This is an optimization exercise on Yosys and OpenROAD, whose aim is small area, not a production implementation.
Only simulation tests tie the RTL to the original design; equivalence was not proved.
Power is estimated from default activity; no workload was simulated.

--- design.v ---
module ALU(input [7:0] operand_1,
            input [7:0] operand_2,
            input [3:0] opcode, 
            input z_in,
            input cy_in,
            input sign_in,
            output z_flag,
            output cy_flag,
            output sign_flag,
            output [7:0] alu_out);
  reg z_flag_w;
  reg cy_flag_w;
  reg sign_flag_w;
  reg [8:0] result;
  always @(*) begin
        z_flag_w = z_in;
        cy_flag_w = cy_in;
        sign_flag_w = sign_in;
        result = 9'b000000000;
        case(opcode[3:1])
        3'b100 : begin 
          result[7:0] = operand_1 | operand_2;
                 if(result[7:0] == 8'b00000000)begin
                    z_flag_w = 1'b1;
                end
            end
        3'b101 :begin 
          result[7:0] = operand_1 ^ operand_2;
          if(result[7:0] == 8'b00000000)begin
                    z_flag_w = 1'b1;
                end
            end
          default : result[7:0] = operand_1;
    endcase
    case (opcode[2:0])
            3'b100 :begin
              result = (operand_1 + operand_2);
              cy_flag_w =result[8] ;
            end
            3'b101 :begin
              result[7:0]  = (operand_1 - operand_2);
                 if (operand_1 > operand_2)begin
                    sign_flag_w = 1'b0;
                    z_flag_w = 1'b0;
                    cy_flag_w = 1'b0;
                 end
                 else if(operand_1<operand_2)begin
                   result[7:0] = ~result[7:0];
                   result[7:0] = result[7:0]+1;
                    sign_flag_w = 1'b1;
                    z_flag_w = 1'b0;
                   cy_flag_w = 1'b1;
                 end
                 else begin
                    z_flag_w = 1'b1;
                 end                 
            end
            3'b111 : begin
              result[7:0]  = operand_1;
                if (operand_1 > operand_2)begin
                    cy_flag_w = 1'b0;
                    z_flag_w = 1'b0;
                 end
              else if(operand_2>operand_1)begin
                    cy_flag_w = 1'b1;
                    z_flag_w = 1'b0;
                 end
                 else begin
                    z_flag_w = 1'b1;
                 end  
            end
            3'b110 :begin 
              result[7:0] = operand_1 & operand_2;
              if(result[7:0] == 8'b00000000)begin
                    z_flag_w = 1'b1;
                end
            end
            default : result[7:0] = 8'b01001010;
        endcase
    end
  assign alu_out = result[7:0];
  assign cy_flag = cy_flag_w;
  assign z_flag = z_flag_w;
  assign sign_flag = sign_flag_w;
endmodule
module alu8(input clk,
            input rst,
            input [7:0] operand_1,
            input [7:0] operand_2,
            input [3:0] opcode,
            output reg [7:0] alu_out,
            output reg z_flag,
            output reg cy_flag,
            output reg sign_flag);
  wire [7:0] result;
  wire z_next, cy_next, sign_next;
  ALU a1(operand_1, operand_2, opcode, z_flag, cy_flag, sign_flag,
         z_next, cy_next, sign_next, result);
  always @(posedge clk) begin
    if (rst) begin
      alu_out   <= 8'b00000000;
      z_flag    <= 1'b0;
      cy_flag   <= 1'b0;
      sign_flag <= 1'b0;
    end
    else begin
      alu_out   <= result;
      z_flag    <= z_next;
      cy_flag   <= cy_next;
      sign_flag <= sign_next;
    end
  end
endmodule
--- run.sh ---
#!/bin/bash
# synth_recipe.tcl (not shown) runs the flow's synth.tcl, then flattens the netlist and writes it again
# the make line also repeats each setting of config.mk as NAME=value (left out here)
make -C /OpenROAD-flow-scripts/flow DESIGN_CONFIG=/design/flow/config.mk WORK_HOME=/design/flow/orfs CLKGATE_MAP_FILE= SYNTH_SCRIPT=/design/flow/synth_recipe.tcl finish
--- config.mk ---
export PLATFORM = sky130hd
export DESIGN_NAME = alu8
export DESIGN_NICKNAME = alu8
export VERILOG_FILES = /design/flow/design.v
export SDC_FILE = /design/flow/constraint.sdc
export NUM_CORES = 8
export LEC_CHECK = 0
export CAP_MARGIN = 20
export CORE_MARGIN = 2
export CORE_UTILIZATION = 40
export SLEW_MARGIN = 20
--- constraint.sdc ---
create_clock -name core_clock -period 5.0 [get_ports {clk}]
set_input_delay 1.0000 -clock core_clock [delete_from_list [all_inputs] [get_ports {clk}]]
set_output_delay 1.0000 -clock core_clock [all_outputs]
set_load 0.01 [all_outputs]
==> results of run 1 <==
[layout make-up]
cell class / count / area share (%)
Multi-Input combinational cell: 172 / 63.1
Timing Repair Buffer: 32 / 15.6
Sequential cell: 11 / 10.7
Inverter: 29 / 5.31
Tap cell: 50 / 3.05
Clock buffer: 4 / 2.20
[cells by family (layout without fill, tap and decap cells)]
logic type | after synthesis | after routing | synth area share (%)
flip-flops | 11 | 11 | 13.2
multiplexers | 9 | 9 | 5.47
AND/OR/NAND/NOR | 67 | 67 | 20.5
buffers and inverters | 38 | 65 | 9.29
adder cells (fa/ha/maj) | 27 | 27 | 21.1
XOR/XNOR | 13 | 13 | 6.82
AO/OA/AOI/OAI | 56 | 56 | 23.6
[path summary, 6_finish.rpt]
check | start | end | slack (ps) | cells past startpoint
worst min register to register | sign_flag | sign_flag | 470 | 2
worst max register to register | z_flag | z_flag | 4150 | 3
worst min-delay path | sign_flag | sign_flag | 470 | 2
worst max-delay path | operand_1[1] | alu_out[6] | 1510 | 10
[sequential cells by signal, indices dropped and copies added, names as in the netlist]
name / flops
alu_out: 8
cy_flag: 1
sign_flag: 1
z_flag: 1
[critical path, stage by stage]
cell,delay (ps)
clkdlybuf4s50_1,630
inv_1,80
ha_1,360
or2_1,240
a221oi_1,370
mux2i_1,230
nand2_1,130
a41oi_2,230
nor3_1,80
a221o_1,250
[placed cells by master, fill, tap and decap left out, types with 2 or more instances in the layout]
cell             count
a211oi_1             4
a21o_1               2
a21oi_1             16
a221oi_1             2
a31oi_1              3
a41oi_1              3
a41oi_2              2
clkbuf_8             3
clkdlybuf4s50_1     32
dfxtp_1             11
fa_1                 2
ha_1                25
inv_1               29
mux2i_1              8
nand2_1             10
nand2b_1             2
nand3_1              3
nand4_1              4
nor2_1              22
nor2b_1              4
nor3_1               7
nor4_1               3
o211ai_1             2
o21ai_0              4
o21bai_1             3
o22a_1               2
o22ai_1              4
o31ai_1              2
or3_1                3
or4_1                3
xnor2_1              7
xor2_1               6
[through the flow]
step / power, mW / utilization [%] / cells / hold slack, ps / instance area (sq um)
after CTS: 0.388 / 51.3 / 298 / 472 / 2050
after detailed placement: 0.301 / 50.1 / 294 / 466 / 2010
final: 0.388 / 51.3 / 298 / 468 / 2050
after floorplan: 0.238 / - / 221 / 482 / 1670
after global placement: 0.301 / 50.1 / 294 / 459 / 2010
after global routing: 0.418 / 51.3 / 298 / 497 / 2050
[where the power goes]
group / switching (mW) / internal [mW] / total, mW
registers: 0.00185 / 0.0943 / 0.0961
logic: 0.111 / 0.0936 / 0.205
clock network: 0.0315 / 0.0558 / 0.0874
total: 0.145 / 0.244 / 0.388
[layer usage]
layer	global-route usage, %	up-vias	part of all wire, %
met4	7.00	0	1.8
li1	-	833	-
met3	1.62	6	4.3
met5	0	-	0
met2	30.9	50	45
met1	27.5	738	49
==> summary.txt, run 1 <==
Run status
  – Status: complete, no violations

Drt
  – First drt pass iteration count: 6
  – Vias/cell: 5.46
  – Remaining DRCs: 0
  – Antenna Violating Nets Remaining: 0
  – WL final: 4.31 mm
  – DR WL/cell: 14.5 um
  – Via count: 1627
  – Starting DRT DRC Count: 108

Timing
  – Post-layout min period: 3490 ps
  – Worst-Margin Slew: 776 ps
  – Relative slew slack: 48.1%
  – Final critical-path setup slack: 1510 ps
  – Clock Skew: 0 ps
  – Fmax: 287 MHz
  – Tcrit/Tclk final: 69.7%
  – Hold Violations, Final: 0
  – Setup TNS: 0 ps
  – Slew Limit Fails: 0
  – Unrepaired setup endpoints after global routing: false
  – Setup-failing EPs final: 0

GRT
  – Vias in the first global route: 1444
  – Pin count of the biggest net entering global routing: 18
  – Total grt overflow: 0
  – Initial antenna violation count: 0
  – GRT Total Usage: 19.5%
  – Global-route wire length before repair: 6.98 mm

Setup path
  – Kind of end point of the critical path: flop
  – Crit Path Category: input port to flop
  – Req. time, crit path: 5120 ps
  – CP max FO: 6
  – Worst EP arrival: 3610 ps
  – CP startpoint kind: input port

Synthesis
  – Syn_nets: 270
  – Post-Synthesis Cells: 221
  – Synth area leader: ha_1
  – Part of the Yosys area used for sequential elements: 13.2%
  – Top-area cell type share of the netlist area: 18.7%
  – Post-synthesis cell area: 1670 sq um
  – Warnings, synthesis: 2
  – Unique masters post-synth: 48
  – Synth Area per Inst: 7.55 sq um
  – Largest cells by area after synthesis: ha_1 (19%), dfxtp_1 (13%), inv_1 (6.5%), nor2_1 (4.9%), a21oi_1 (4.8%)
  – Top-count cell post-synth: inv_1
  – Async set-reset flop share out of synthesis: 0%
  – Yosys reg bits: 11
  – Post-synth top flop: dfxtp_1
  – Post-synth top cells: inv_1 (29), ha_1 (25), nor2_1 (22), a21oi_1 (16), dfxtp_1 (11)
  – Post-synth EDFFs: 0

Clock network
  – Total CTS buffers: 3
  – CTS tree: yes
  – Post_cts resized: 0
  – Clock Sink Count: 11
  – Number of buffers inserted by hold repair at cts: 0
  – Worst-Skew Late Latency: 230 ps
  – Clock-pin slew on the worst setup and hold paths: 50 ps
  – CTS H-tree depth: 1
  – Setup bufs post-CTS: 0
  – Root buf cell: clkbuf_8
  – CTS Buffer Depth: 2

Power
  – Power Density: 189 nW/um^2
  – Worst vdd ir: 0.0793 mV
  – Leak: 0.885 nW

Finish
  – Final net count: 298
  – Layout cell share with drive strength beyond 1: 3.63%
  – Fillers: 402
  – Ant diodes: 0
  – Footprint of the multi-input gates: 1290 sq um
  – Register area: 220 sq um
  – P&R area growth vs syn: 22.9%

Floorplanning
  – Die Ht: 68.6 um
  – Rows: 23
  – Total die area: 4710 sq um
  – Core ar.: 4000 sq um
  – Starting Density: 41.7%
  – I/O pin count: 33
  – Die W: 68.6 um

Placement
  – IO buf count: 32
  – Dpl ws: 1270 ps
  – Final HPWL DP: 3.54 mm
  – Gpl congestion: 0.874

Min path
  – Hold Crit Class: flop to flop

Run
  – Max Cap Violations: 0
==> run 2, diff against run 1 <==
==> design.v (replaced) <==
module ALU(input [7:0] operand_1,
           input [7:0] operand_2,
           input [3:0] opcode,
           input z_in,
           input cy_in,
           input sign_in,
           output z_flag,
           output cy_flag,
           output sign_flag,
           output [7:0] alu_out);
  wire [7:0] a = operand_1;
  wire [7:0] b = operand_2;
  wire op0 = opcode[0];
  wire op1 = opcode[1];
  wire op2 = opcode[2];
  wire op3 = opcode[3];
  wire [7:0] x = a ^ b;
  wire [8:0] k;
  wire [8:0] e;
  assign k[0] = 1'b0;
  assign e[0] = 1'b1;
  genvar i;
  generate
    for (i = 0; i < 8; i = i + 1) begin : g
      assign k[i+1] = (x[i] ^ op0) ? k[i] : b[i];
      assign e[i+1] = e[i] & ~x[i];
    end
  endgenerate
  wire eq = e[8];
  wire lt = k[8];              
  wire neg = op0 & lt;
  wire [7:0] arith = x ^ k[7:0] ^ ({8{neg}} & ~e[7:0]);
  wire [7:0] logic_r = a & (b | {8{op0}});
  wire [7:0] r = op1 ? logic_r : arith;
  assign alu_out = op2 ? r : 8'h4A;
  wire andzero = ~|(a & b);
  wire upd_eq = op2 & op0;                  
  wire set_z = (op2 & op1 & ~op0 & andzero) |
               (~op2 & op3 & ~op1 & eq & andzero) |
               (~op2 & op3 & op1 & eq);
  assign z_flag = upd_eq ? eq : (z_in | set_z);
  wire upd_cy = op2 & ((~op1 & ~op0) | (op0 & ~eq));
  assign cy_flag = upd_cy ? lt : cy_in;
  assign sign_flag = (op2 & ~op1 & op0 & ~eq) ? lt : sign_in;
endmodule
module alu8(input clk,
            input rst,
            input [7:0] operand_1,
            input [7:0] operand_2,
            input [3:0] opcode,
            output reg [7:0] alu_out,
            output reg z_flag,
            output reg cy_flag,
            output reg sign_flag);
  wire [7:0] result;
  wire z_next, cy_next, sign_next;
  ALU a1(operand_1, operand_2, opcode, z_flag, cy_flag, sign_flag,
         z_next, cy_next, sign_next, result);
  always @(posedge clk) begin
    if (rst) begin
      alu_out   <= 8'b00000000;
      z_flag    <= 1'b0;
      cy_flag   <= 1'b0;
      sign_flag <= 1'b0;
    end
    else begin
      alu_out   <= result;
      z_flag    <= z_next;
      cy_flag   <= cy_next;
      sign_flag <= sign_next;
    end
  end
endmodule
==> summary.txt, run 2 <==
Run status
  – Status: complete, no violations

Synthesis
  – Post-synthesis cell area: 1500 sq um
  – Synth Area per Inst: 8.26 sq um
  – Top-area cell type share of the netlist area: 14.7%
  – Main combinational cell family by area after synthesis: simple AND/OR/NAND/NOR gates
  – Synth Area in XOR/XNOR: 6.19%
  – Post-synth EDFFs: 0
  – Yosys reg bits: 11
  – Post-Synthesis Cells: 181
  – Syn_nets: 211
  – Mux cell area share after synthesis: 1.34%
  – Synth area leader: dfxtp_1
  – Top-count cell post-synth: nor2_1
  – Post-synthesis compound-gate area fraction: 31.0%
  – Post-synth top cells: nor2_1 (14), dfxtp_1 (11), nand2_1 (11), a21oi_1 (9), nand3_1 (9)
  – Part of the Yosys area used for sequential elements: 14.7%
  – Largest cells by area after synthesis: dfxtp_1 (15%), ha_1 (6.7%), nor2_1 (3.5%), o211ai_1 (3.5%), a21oi_1 (3.0%)
  – Area share of fa/ha/maj cells after synthesis: 6.69%
  – Post-synth top flop: dfxtp_1
  – Unique masters post-synth: 68
  – Warnings, synthesis: 1
  – Async set-reset flop share out of synthesis: 0%
  – Simple-Gate Fraction of Synth Area: 32.6%

Clock network
  – Total CTS buffers: 3
  – CTS tree: yes
  – Setup bufs post-CTS: 0
  – CTS Buffer Depth: 2
  – Worst-Skew Late Latency: 250 ps
  – Clock Sink Count: 11
  – Root buf cell: clkbuf_8
  – Number of buffers inserted by hold repair at cts: 0
  – CTS H-tree depth: 1
  – Post_cts resized: 0
  – Clock-pin slew on the worst setup and hold paths: 60 ps

GRT
  – GRT Total Usage: 19.9%
  – Pin count of the biggest net entering global routing: 15
  – Initial antenna violation count: 0
  – Global-route wire length before repair: 6.68 mm
  – Total grt overflow: 0
  – Vias in the first global route: 1402

Power
  – Cell-internal power: 0.240 mW
  – Combinational share of power: 50.3%
  – Power Density: 209 nW/um^2
  – Worst vdd ir: 0.0699 mV
  – Fraction of power spent switching nets: 37.8%
  – Leak: 0.662 nW
  – Net switching power of the design: 0.146 mW
  – Power Total: 0.386 mW
  – Clock share of power: 24.5%
  – Flop pwr share: 25.3%

Placement
  – Placed insts: 251
  – IO buf count: 32
  – Gpl congestion: 0.896
  – Final HPWL DP: 3.09 mm

Setup path
  – Slowest-stage cell, CP: ha_1
  – CP max FO: 14
  – Crit Path Category: input port to flop
  – Worst EP arrival: 3650 ps
  – WP buf/inv: 1
  – CP peak stage delay: 630 ps
  – Req. time, crit path: 5130 ps
  – CP startpoint kind: input port
  – Start point of the critical path: operand_2[2]
  – Critical path's top delay family: simple AND/OR/NAND/NOR gates
  – Crit Reg-Reg Startpoint: z_flag
  – Kind of end point of the critical path: flop
  – CP Cell Sequence: clkdlybuf4s50_1, ha_1, nor3b_2, nor4_4, a311oi_2, o31a_1, and4_4, nor4_2

Finish
  – Ant diodes: 0
  – Final net count: 238
  – Fillers: 367
  – Most frequent cells in the layout: clkdlybuf4s50_1 (32), nor2_1 (14), nand2_1 (11), dfxtp_1 (11)
  – Most flop-heavy register: alu_out
  – P&R area growth vs syn: 23.3%
  – Non-Filler Instances: 255
  – Layout cell share with drive strength beyond 1: 15.0%
  – Most common cell after layout, fill and taps aside: clkdlybuf4s50_1
  – Final Util: 50.8%
  – Max FFs per register: 8

Floorplanning
  – I/O pin count: 33
  – Rows: 22
  – Total die area: 4240 sq um
  – Core ar.: 3630 sq um
  – Starting Density: 41.2%
  – Die Ht: 65.1 um
  – Die W: 65.1 um

Min path
  – Hold Crit Class: flop to flop
  – Hold_sp: sign_flag

Drt
  – Met2 wire length: 1.83 mm
  – Antenna Violating Nets Remaining: 0
  – WL final: 3.97 mm
  – Vias/cell: 5.89
  – Remaining DRCs: 0
  – Met1 WL: 1.95 mm
  – First drt pass iteration count: 4
  – Top Metal Used: met4
  – DR WL/cell: 15.6 um
  – Starting DRT DRC Count: 73
  – Routed wl met3: 142 um
  – Via count: 1501

Timing
  – Clock Skew: 0 ps
  – Tcrit/Tclk final: 70.5%
  – Unrepaired setup endpoints after global routing: false
  – Post-layout min period: 3520 ps
  – Relative slew slack: 61.2%
  – Worst-Margin Slew: 580 ps
  – Setup TNS: 0 ps
  – Hold Violations, Final: 0
  – Min Hold Slack: 496 ps
  – Setup-failing EPs final: 0
  – Slew Limit Fails: 0
  – Fmax: 284 MHz

Run
  – Max Cap Violations: 0
run 2: worst reg2reg max path: stages, from the launching register on:
cell,delay [ps]
dfxtp_1,310
a21oi_1,120
o31ai_1,90
a21oi_1,130
nor3_1,60
run 2: cell type report:
| type | count | area [sq um] | share of cell area (%) |
|---|---|---|---|
| multi-input cells | 152 | 1160 | 63.1 |
| repair buffers | 33 | 328 | 17.8 |
| flip-flops and latches | 11 | 220 | 11.9 |
| well taps | 48 | 60.1 | 3.26 |
| clock buffers | 3 | 41.3 | 2.24 |
| inverters | 7 | 26.3 | 1.42 |
| clock inverters | 1 | 5.00 | 0.271 |
run 2: final timing paths:
| path | slack, ps | cells after the start | end |
|---|---|---|---|
| min reg2reg | 500 | 2 | sign_flag |
| max reg2reg | 4170 | 4 | z_flag |
| max | 1480 | 8 | alu_out[6] |
| min | 500 | 2 | sign_flag |
run 2: through the flow:
stage	instance area, sq um	setup slack, ps
3_3_place_gp	1800	1250
4_1_cts	1840	1470
5_1_grt	1840	1330
6_report	1840	1480
3_5_place_dp	1800	1210
2_1_floorplan	1500	2130
run 2: power by group through the flow:
stage | Clock (mW) | Combinational [mW] | Sequential [mW]
2_1_floorplan | 0 | 0.133 | 0.104
3_3_place_gp | 0 | 0.190 | 0.0992
3_5_place_dp | 0 | 0.192 | 0.0995
4_1_cts | 0.0958 | 0.193 | 0.0977
5_1_grt | 0.102 | 0.211 | 0.0984
6_report | 0.0944 | 0.194 | 0.0976
run 2: cell families after synthesis:
group,count (synthesis)
fa+ha+maj,8
xor+xnor,9
buf+inv,18
compound gates,56
simple gates,77
flops,11
mux,2
run 2: layer usage:
layer  GRT usage (%)  vias up
met4            8.33        0
met1            28.2      706
li1                -      753
met5               0        -
met3            1.37        4
met2            31.3       38

## re-timing with driven ports
How much do the figures lean on ideal ports? The routed layouts below were timed once more, with nothing changed but the port constraints. Step 1 assumes that a clkbuf_16 drives the clock port and a buf_2 every other input. Step 2 also shifts input and output timing later by t, the mid clock arrival at the registers, as if the neighbouring blocks saw the same clock. Slacks: no drivers / after step 1 / after step 2; pairs: no drivers / after step 1.
run | t, ns | setup slack, ns | clock arrival spread, ns
run 1 | 0.255 | 1.513 / 1.515 / 1.260 | 0.000 / 0.001
run 2 | 0.267 | 1.475 / 1.477 / 1.211 | 0.007 / 0.007
After both steps setup and hold are still met in every run listed. The setup slack of run 2, which loses most, moves by +0.002 ns with the drivers and by -0.264 ns with both steps.
